Background: an optimization exercise with open tools, aiming at small area and a short achievable clock period. Do not read the settings as production practice.

Design three_stage_mult, start of the top module:
module three_stage_mult(input [15:0] a, input [15:0] b, output [31:0] out, input clk);
  reg [15:0] ra;
  reg [17:1] rt;
  reg [7:0] rc1, rc2, rc3;
  reg [31:0] rp;
  reg r2_f374;
  reg r2_f315;
  reg r2_f375;
  reg r2_f319;
  reg r2_f376;
  reg r2_f377;
  reg r2_f323;
  reg r2_f378;
  reg r2_f379;
  reg r2_f327;
  reg r2_f380;
  reg r2_f381;
  reg r2_f331;
  reg r2_f382;
  reg r2_f383;
  reg r2_f335;
  reg r2_f384;
  reg r2_f385;
  reg r2_f339;
  reg r2_f386;
  reg r2_f387;
  reg r2_f343;
  reg r2_f388;
  reg r2_f389;
  reg r2_f347;
  reg r2_f390;
  reg r2_f391;
  reg r2_f351;
  reg r2_f392;
  reg r2_f393;
  reg r2_f352;
  reg r2_f395;
  reg r2_f394;
  reg r2_f406;
  reg r2_f407;
  reg r2_f462;
  reg r2_f414;
  reg r2_f415;
  reg r2_f416;
  reg r2_f417;
  reg r2_f418;
  reg r2_f419;
  reg r2_f420;
  reg r2_f421;
  reg r2_f422;
  reg r2_f445;
  reg r2_f446;
  reg r2_f447;
  reg r2_f448;
  reg r2_f449;
  reg r2_f450;
  reg r2_f451;
  reg r2_h624;
  reg r2_h623;
  ...
export LEC_CHECK = 0
export CAP_MARGIN = 20
export CORE_MARGIN = 2
export CORE_UTILIZATION = 40
export CTS_BUF_LIST = sky130_fd_sc_hd__clkbuf_8
export CTS_CLUSTER_DIAMETER = 100
export CTS_CLUSTER_SIZE = 30
export SETUP_SLACK_MARGIN = 5
export SLEW_MARGIN = 20
export SYNTH_HIERARCHICAL = 1
create_clock -name core_clock -period 8.0 [get_ports {clk}]
standard.sh (not shown) runs the stock make flow with config.mk's settings and CLKGATE_MAP_FILE= SYNTH_SCRIPT=/design/flow/synth_recipe.tcl, a recipe that flattens the netlist after the stock synthesis.
==> flow/flow/run.sh <==
#!/bin/bash
# Own layout flow: the standard synthesis and layout, except that
#  - after synthesis every combinational cell is set to its smallest drive strength
#    (flow/downsize.tcl); timing repair then sizes up the cells that need it,
#  - the port buffers are plain buffers (buffer_ports -buffer_cell) rather than the
#    delay buffers buffer_ports picks by default,
#  - clock tree synthesis adds no dummy loads,
#  - timing repair aims at a larger setup margin.
# Each step's full output goes to its own log in this folder.
set -euo pipefail
bash standard.sh synth > flow_synth.log 2>&1
DOWNSIZE_ODB=orfs/results/sky130hd/three_stage_mult/base/1_synth.odb \
  openroad -no_init -exit flow/downsize.tcl > flow_downsize.log 2>&1
bash standard.sh "BUFFER_PORTS_ARGS=-buffer_cell sky130_fd_sc_hd__buf_2" \
  "CTS_ARGS=-sink_clustering_enable -repair_clock_nets -sink_clustering_size 30 -sink_clustering_max_diameter 100 -buf_list sky130_fd_sc_hd__clkbuf_8 -dont_use_dummy_load" \
  SETUP_SLACK_MARGIN=5.5 finish > flow_layout.log 2>&1
==> flow/flow/downsize.tcl <==
# Replace every combinational cell of the synthesized netlist by the smallest cell of
# the same function (same name up to the drive-strength suffix), keeping flip-flops as
# they are. Timing repair later sizes up the cells on critical paths.
set odb_file $::env(DOWNSIZE_ODB)
read_db $odb_file
set db [ord::get_db]
set block [ord::get_db_block]
# smallest master per base name (area, then the larger drive on a tie)
array set best {}
foreach lib [$db getLibs] {
  foreach m [$lib getMasters] {
    set n [$m getName]
    if {![regexp {^(sky130_fd_sc_hd__[a-z0-9]+)_([0-9]+)$} $n -> base drv]} { continue }
    set a [expr {[$m getWidth] * [$m getHeight]}]
    if {![info exists best($base)]} { set best($base) [list $a $drv $m]; continue }
    lassign $best($base) ba bd bm
    if {$a < $ba || ($a == $ba && $drv > $bd)} { set best($base) [list $a $drv $m] }
  }
}
set n 0
foreach inst [$block getInsts] {
  set m [$inst getMaster]
  set name [$m getName]
  if {![regexp {^(sky130_fd_sc_hd__[a-z0-9]+)_([0-9]+)$} $name -> base drv]} { continue }
  if {[regexp {__(df|dl|sdf|edf|conb|clk|tap|fill|decap|diode)} $name]} { continue }
  set bm [lindex $best($base) 2]
  if {[$bm getName] ne $name && [expr {[$bm getWidth] * [$bm getHeight]}] < [expr {[$m getWidth] * [$m getHeight]}]} {
    if {[$inst swapMaster $bm]} { incr n }
  }
}
puts "downsized $n cells"
write_db $odb_file
The starting point ran to the end with no violations.
==> next run, changes <==
==> flow/flow/run.sh (replaced) <==
#!/bin/bash
# Own layout flow: the standard synthesis and layout, except that the port
# buffers are plain buffers (buffer_ports -buffer_cell) rather than the delay
# buffers buffer_ports picks by default, clock tree synthesis adds no dummy loads,
# and timing repair aims at a larger setup margin. Each step's full output goes to
# its own log.
set -euo pipefail
bash standard.sh synth > flow_synth.log 2>&1
bash standard.sh "BUFFER_PORTS_ARGS=-buffer_cell sky130_fd_sc_hd__buf_2" \
  "CTS_ARGS=-sink_clustering_enable -repair_clock_nets -sink_clustering_size 30 -sink_clustering_max_diameter 100 -buf_list sky130_fd_sc_hd__clkbuf_8 -dont_use_dummy_load" \
  SETUP_SLACK_MARGIN=5.5 finish > flow_layout.log 2>&1
removed: flow/flow/downsize.tcl
What happened: The changed run went through all stages and came out clean; first-iteration DRC count decreases by 0.80%; cell count increases by 3.6%; sequential share of layout area decreases by 2.1 points; clock-buffer cell count does not change; fmax is about the same; wire length increases by 8.9%; cell area increases by 7.2%; utilization decreases by 1.5 points.
==> next run, changes <==
--- a/flow/flow/run.sh
+++ b/flow/flow/run.sh
@@ -9,3 +9,3 @@
 bash standard.sh "BUFFER_PORTS_ARGS=-buffer_cell sky130_fd_sc_hd__buf_2" \
-  "CTS_ARGS=-sink_clustering_enable -repair_clock_nets -sink_clustering_size 30 -sink_clustering_max_diameter 100 -buf_list sky130_fd_sc_hd__clkbuf_8 -dont_use_dummy_load" \
-  SETUP_SLACK_MARGIN=5.5 finish > flow_layout.log 2>&1
+  "CTS_ARGS=-sink_clustering_enable -repair_clock_nets -sink_clustering_size 30 -sink_clustering_max_diameter 100 -buf_list sky130_fd_sc_hd__clkbuf_8 -dont_use_dummy_load -root_buf sky130_fd_sc_hd__clkbuf_16" \
+  SETUP_SLACK_MARGIN=5.6 finish > flow_layout.log 2>&1
Maximum frequency rises by 3.2%.
Cell area rose by 7.1%.
Critical path depth does not change.
Count of clock-buffer cells in the layout does not change.
Sequential cell count is unchanged.
Register-to-register slack improves by 0.04 ns.
Clock skew stays flat.
Function was not checked in any run of this note: the RTL went through the layout flow alone.

-- what the ideal ports hide --
The results above use ideal ports. As a check the final layouts listed here were re-extracted and re-timed, cells and wires unchanged.
Step 1: set_driving_cell puts a clkbuf_16 on clk and a buf_2 on each other input, an assumption about the parent block.
Step 2 moves the port delays by t, midway between the first and last clock arrival at a register: inputs arrive t later, outputs are due t later. That takes back most of the time a late clock gives input paths.
a / b / c = ideal / step 1 / step 2; a / b = the first two.
run | shift t [ns] | setup WS [ns] | slew at the worst register clock pin (ns)
the first run | 0.472 | 5.502 / 5.460 / 5.142 | 0.10 / 0.10
the second run | 0.479 | 5.499 / 5.460 / 5.105 | 0.09 / 0.09
the third run | 0.417 | 5.577 / 5.531 / 5.199 | 0.09 / 0.09
After both steps every run listed still meets setup and hold. The setup slack of the second run, which loses most, moves by -0.039 ns with the drivers and by -0.394 ns with both steps.
